What follows belongs to an exercise in optimizing a design on an open flow for small area and a short achievable clock period; a production flow would make more cautious choices. RTL that was checked went through simulation tests only; none was proved equivalent to the original. Power figures rest on the tool's default switching activity, not on a simulated workload.

==> flow/design.v (excerpt) <==
module neurona_capa_1(
    weight_0, weight_1, weight_2, weight_3, weight_4, weight_5, weight_6, weight_7, weight_8, weight_9, weight_10, weight_11, weight_12, weight_13, weight_14, weight_15, weight_16, weight_17, weight_18, weight_19, weight_20, weight_21, weight_22, weight_23, weight_24, weight_25, weight_26, weight_27, weight_28, weight_29, weight_30, weight_31, weight_32, weight_33, weight_34, weight_35, weight_36, weight_37, weight_38, weight_39, weight_40, weight_41, weight_42, weight_43, weight_44, weight_45, weight_46, weight_47, weight_48,
    pixel_0, pixel_1, pixel_2, pixel_3, pixel_4, pixel_5, pixel_6, pixel_7, pixel_8, pixel_9, pixel_10, pixel_11, pixel_12, pixel_13, pixel_14, pixel_15, pixel_16, pixel_17, pixel_18, pixel_19, pixel_20, pixel_21, pixel_22, pixel_23, pixel_24, pixel_25, pixel_26, pixel_27, pixel_28, pixel_29, pixel_30, pixel_31, pixel_32, pixel_33, pixel_34, pixel_35, pixel_36, pixel_37, pixel_38, pixel_39, pixel_40, pixel_41, pixel_42, pixel_43, pixel_44, pixel_45, pixel_46, pixel_47, pixel_48,
    clk, out
);
    input wire clk;
    input wire pixel_0;
    input wire pixel_1;
    input wire pixel_2;
    input wire pixel_3;
    input wire pixel_4;
    input wire pixel_5;
    input wire pixel_6;
    input wire pixel_7;
    input wire pixel_8;
    input wire pixel_9;
    input wire pixel_10;
    input wire pixel_11;
    input wire pixel_12;
    input wire pixel_13;
    input wire pixel_14;
    input wire pixel_15;
    input wire pixel_16;
    input wire pixel_17;
    input wire pixel_18;
    input wire pixel_19;
    input wire pixel_20;
    input wire pixel_21;
    input wire pixel_22;
    input wire pixel_23;
    input wire pixel_24;
  ...
Size: roughly 1100 cells after synthesis, roughly 450 I/O pins.
Settings: LEC_CHECK=0, CAP_MARGIN=20, CORE_MARGIN=2, CORE_UTILIZATION=40, SETUP_SLACK_MARGIN=4.7, SLEW_MARGIN=20, SYNTH_HIERARCHICAL=1, SYNTH_MINIMUM_KEEP_SIZE=0; clock period 8.0 ns.
standard.sh (not shown) runs the stock make flow with config.mk's settings and CLKGATE_MAP_FILE= SYNTH_SCRIPT=/design/flow/synth_recipe.tcl, a recipe that flattens the netlist after the stock synthesis.
==> flow/flow/run.sh <==
#!/bin/bash
# Own layout flow: the standard flow (standard.sh, unchanged synthesis),
# except that the port buffers buffer_ports inserts are buf_1 cells rather
# than the default it picks; timing repair resizes them where needed.
set -euo pipefail
export BUFFER_PORTS_ARGS="-buffer_cell sky130_fd_sc_hd__buf_1"
bash standard.sh > standard.log 2>&1
Change:
ABC_AREA = 1   (was not set)
- The new run went through all stages and came out clean
- cell area rose by 20%
- clock-buffer cell count is unchanged
- synthesized cell count rose by 98%
- die area rose by 24%
- power fell by 24%
- sequential power fell by about 6%
- fmax hardly moves
- area after synthesis rose by 25%
No run of this note included a check of the RTL's function; only the layout flow was run.

========
## maple
Another version of the RTL of neurona_capa_1 (not shown whole).
For scale: roughly 990 cells after synthesis, about 110 flip-flops, roughly 0.011 mm² of cells after synthesis.
==> flow/config.mk <==
export PLATFORM = sky130hd
export DESIGN_NAME = neurona_capa_1
export DESIGN_NICKNAME = neurona_capa_1
export VERILOG_FILES = /design/flow/design.v
export SDC_FILE = /design/flow/constraint.sdc
export NUM_CORES = 4
export LEC_CHECK = 0
export CAP_MARGIN = 20
export CORE_MARGIN = 2
export CORE_UTILIZATION = 40
export CTS_BUF_LIST = sky130_fd_sc_hd__clkbuf_4 sky130_fd_sc_hd__clkbuf_8
export SETUP_SLACK_MARGIN = 4.7
export SLEW_MARGIN = 20
export SYNTH_HIERARCHICAL = 1
export SYNTH_MINIMUM_KEEP_SIZE = 0
==> flow/constraint.sdc <==
create_clock -name core_clock -period 8.0 [get_ports {clk}]
set_input_delay 1.6000 -clock core_clock [delete_from_list [all_inputs] [get_ports {clk}]]
set_output_delay 1.6000 -clock core_clock [all_outputs]
set_load 0.01 [all_outputs]
==> flow/flow/run.sh <==
#!/bin/bash
# Own layout flow: the standard flow (standard.sh, unchanged synthesis),
# except that the port buffers buffer_ports inserts are buf_1 cells rather
# than the default it picks, and power recovery (downsizing gates off the
# critical paths) runs after global routing.
set -euo pipefail
export BUFFER_PORTS_ARGS="-buffer_cell sky130_fd_sc_hd__buf_1"
export RECOVER_POWER=100
bash standard.sh > standard.log 2>&1
Input-level comparison between cedar and maple:
# maple
export LEC_CHECK = 0
export CAP_MARGIN = 20
export CORE_MARGIN = 2
export CORE_UTILIZATION = 40
export CTS_BUF_LIST = sky130_fd_sc_hd__clkbuf_4 sky130_fd_sc_hd__clkbuf_8
export SETUP_SLACK_MARGIN = 4.7
export SLEW_MARGIN = 20
export SYNTH_HIERARCHICAL = 1
export SYNTH_MINIMUM_KEEP_SIZE = 0
create_clock -name core_clock -period 8.0 [get_ports {clk}]
# cedar
export LEC_CHECK = 0
export CAP_MARGIN = 20
export CORE_MARGIN = 2
export CORE_UTILIZATION = 40
export CTS_BUF_LIST = sky130_fd_sc_hd__clkbuf_4 sky130_fd_sc_hd__clkbuf_8
export PLACE_DENSITY = 0.8
export SETUP_SLACK_MARGIN = 4.7
export SLEW_MARGIN = 20
export SYNTH_HIERARCHICAL = 1
export SYNTH_MINIMUM_KEEP_SIZE = 0
create_clock -name core_clock -period 8.0 [get_ports {clk}]
==> flow/flow/run.sh <==
#!/bin/bash
# Own layout flow: the standard flow (standard.sh, unchanged synthesis),
# except that the port buffers buffer_ports inserts are buf_1 cells rather
# than the default it picks; timing repair resizes them where needed.
set -euo pipefail
export BUFFER_PORTS_ARGS="-buffer_cell sky130_fd_sc_hd__buf_1"
bash standard.sh > standard.log 2>&1
Findings:
- Between cedar and maple, the post-layout instance count excluding filler cells does not differ in any meaningful way.
- Diff maple -> cedar | total of cells resized after clock tree synthesis | up by more than a quarter
- When cedar is measured against maple, its clock distribution power turns out about 8% lower.
Setup changes, cedar to sierra
# cedar
export LEC_CHECK = 0
export CAP_MARGIN = 20
export CORE_MARGIN = 2
export CORE_UTILIZATION = 40
export CTS_BUF_LIST = sky130_fd_sc_hd__clkbuf_4 sky130_fd_sc_hd__clkbuf_8
export PLACE_DENSITY = 0.8
export SETUP_SLACK_MARGIN = 4.7
export SLEW_MARGIN = 20
export SYNTH_HIERARCHICAL = 1
export SYNTH_MINIMUM_KEEP_SIZE = 0
create_clock -name core_clock -period 8.0 [get_ports {clk}]
# sierra
export LEC_CHECK = 0
export CAP_MARGIN = 20
export CORE_MARGIN = 2
export CORE_UTILIZATION = 40
export SETUP_SLACK_MARGIN = 4.5
export SLEW_MARGIN = 20
export SYNTH_HIERARCHICAL = 1
export SYNTH_MINIMUM_KEEP_SIZE = 0
create_clock -name core_clock -period 8.0 [get_ports {clk}]
==> flow/run.sh (new file) <==
#!/bin/bash
# synth_recipe.tcl (not shown) runs the flow's synth.tcl, then flattens the netlist and writes it again
# the make line also repeats each setting of config.mk as NAME=value (left out here)
make -C /OpenROAD-flow-scripts/flow DESIGN_CONFIG=/design/flow/config.mk WORK_HOME=/design/flow/orfs CLKGATE_MAP_FILE= SYNTH_SCRIPT=/design/flow/synth_recipe.tcl finish
removed: flow/flow/run.sh
removed: flow/standard.sh
Findings:
For met3 wire length, dividing the value from cedar by the value from sierra gives 1.13.
sierra vs. cedar: total power went down by 3.6%.
Time the final worst path needs with I/O delays and setup: sierra vs cedar up 0.21 ns
What raven does differently from sierra at the input level:
# sierra
export LEC_CHECK = 0
export CAP_MARGIN = 20
export CORE_MARGIN = 2
export CORE_UTILIZATION = 40
export SETUP_SLACK_MARGIN = 4.5
export SLEW_MARGIN = 20
export SYNTH_HIERARCHICAL = 1
export SYNTH_MINIMUM_KEEP_SIZE = 0
create_clock -name core_clock -period 8.0 [get_ports {clk}]
# raven
export LEC_CHECK = 0
export CAP_MARGIN = 20
export CORE_MARGIN = 2
export CORE_UTILIZATION = 60
export SETUP_SLACK_MARGIN = 4.7
export SLEW_MARGIN = 20
export SYNTH_HIERARCHICAL = 1
export SYNTH_MINIMUM_KEEP_SIZE = 0
create_clock -name core_clock -period 8.0 [get_ports {clk}]
==> flow/flow/run.sh (new file) <==
#!/bin/bash
# Own layout flow: the standard flow (standard.sh, unchanged synthesis),
# except that the port buffers buffer_ports inserts are buf_1 cells rather
# than the default it picks; timing repair resizes them where needed.
set -euo pipefail
export BUFFER_PORTS_ARGS="-buffer_cell sky130_fd_sc_hd__buf_1"
bash standard.sh > standard.log 2>&1
==> flow/standard.sh (new file) <==
#!/bin/bash
# synth_recipe.tcl (not shown) runs the flow's synth.tcl, then flattens the netlist and writes it again
# the make line also repeats each setting of config.mk as NAME=value (left out here)
make -C /OpenROAD-flow-scripts/flow DESIGN_CONFIG=/design/flow/config.mk WORK_HOME=/design/flow/orfs CLKGATE_MAP_FILE= SYNTH_SCRIPT=/design/flow/synth_recipe.tcl "${@:-finish}"
removed: flow/run.sh
- Compared to sierra, raven leaves less free space in the core.
- The cell count in raven sits 116 below the value recorded for sierra.
- In the metrics for sierra and raven, the one carrying the lower combinational power share is sierra.
- Compared with sierra, raven shows a global-route usage that is 8.9 points higher.
- raven against sierra: buffer count excluding the clock tree in the final layout picked up an extra about 0.45%; final critical-path share of the clock period fell by 2.1 points; combinational power now sits higher.
- sierra -> raven: overflow left after global routing delta 0, exact match
- Diff sierra -> raven: maximum frequency went up 14 MHz; post-layout total power up 8.4%; maximum clock skew at final layout held steady.
The following lists how lagoon was set up differently from raven:
# raven
export LEC_CHECK = 0
export CAP_MARGIN = 20
export CORE_MARGIN = 2
export CORE_UTILIZATION = 60
export SETUP_SLACK_MARGIN = 4.7
export SLEW_MARGIN = 20
export SYNTH_HIERARCHICAL = 1
export SYNTH_MINIMUM_KEEP_SIZE = 0
create_clock -name core_clock -period 8.0 [get_ports {clk}]
# lagoon
export LEC_CHECK = 0
export CAP_MARGIN = 20
export CORE_MARGIN = 2
export CORE_UTILIZATION = 40
export SETUP_SLACK_MARGIN = 4.7
export SLEW_MARGIN = 20
export SYNTH_HIERARCHICAL = 1
export SYNTH_MINIMUM_KEEP_SIZE = 0
create_clock -name core_clock -period 8.0 [get_ports {clk}]
==> comparison <==
| core outline area | lagoon vs raven | worse |
| final critical path time including I/O delays and setup | lagoon vs raven | better |
raven → lagoon: proportion of power drawn by the clock network now larger, met1 routing resource usage after global routing now smaller, multi-input combinational cell area now smaller, leakage power now smaller, hold slack now smaller.
Compared with raven, in lagoon floorplan row count grew by 22%; portion of the clock cycle consumed by the worst path in the final layout went down 0.54 points.
Relative to lagoon, the following input files were edited for umber:
# lagoon
export LEC_CHECK = 0
export CAP_MARGIN = 20
export CORE_MARGIN = 2
export CORE_UTILIZATION = 40
export SETUP_SLACK_MARGIN = 4.7
export SLEW_MARGIN = 20
export SYNTH_HIERARCHICAL = 1
export SYNTH_MINIMUM_KEEP_SIZE = 0
create_clock -name core_clock -period 8.0 [get_ports {clk}]
# umber
export LEC_CHECK = 0
export CAP_MARGIN = 20
export CORE_MARGIN = 2
export CORE_UTILIZATION = 40
export SETUP_SLACK_MARGIN = 5.0
export SLEW_MARGIN = 20
export SYNTH_HIERARCHICAL = 1
export SYNTH_MINIMUM_KEEP_SIZE = 0
create_clock -name core_clock -period 8.0 [get_ports {clk}]
[summary]
- Changes observed in umber relative to lagoon: required arrival time at the worst endpoint now sits lower; power after layout now sits higher.
- Going from lagoon to umber, placement-stage cell area picked up an extra 5.5%; final critical-path share of the clock period lost 0.63 points.
- A type of the worst setup path of reg -> reg is what umber shows, while in -> reg belongs to lagoon.

[re-timing with driven ports]
How much do the figures lean on ideal ports? The routed layouts below were timed once more, with nothing changed but the port constraints. Step 1 (the two cells are an assumption about what drives the block):
set clk [get_ports {clk}]
set_driving_cell -lib_cell sky130_fd_sc_hd__clkbuf_16 $clk
set_driving_cell -lib_cell sky130_fd_sc_hd__buf_2 [delete_from_list [all_inputs] $clk]
Step 2 times the ports against the registers' clock, not the clock port: input delays grow and output delays shrink by t, the midpoint of the rising clock arrivals with the driver on. Slacks: no drivers / after step 1 / after step 2; pairs: no drivers / after step 1.
| run | t, ns | slack for setup (ns) | worst setup path at the end | latest minus earliest clock arrival (ns) |
|---|---|---|---|---|
| the first run of note 1 | 0.403 | 4.707 / 4.723 / 4.320 | input to register | 0.012 / 0.012 |
| the second run of note 1 | 0.399 | 4.702 / 4.726 / 4.327 | input to register | 0.016 / 0.016 |
| maple | 0.410 | 4.242 / 4.226 / 3.816 | input to register | 0.014 / 0.014 |
| cedar | 0.413 | 4.697 / 4.668 / 4.255 | input to register | 0.009 / 0.010 |
| sierra | 0.391 | 4.491 / 4.473 / 4.082 | input to register | 0.011 / 0.012 |
| raven | 0.401 | 4.659 / 4.641 / 4.240 | input to register | 0.008 / 0.008 |
| lagoon | 0.382 | 4.702 / 4.718 / 4.336 | input to register | 0.009 / 0.010 |
| umber | 0.394 | 4.753 / 4.753 / 4.367 | input to register | 0.012 / 0.012 |
After both steps every run listed still meets setup and hold. For cedar, which loses most, drivers alone change the setup slack by -0.029 ns; drivers and shift together by -0.442 ns.
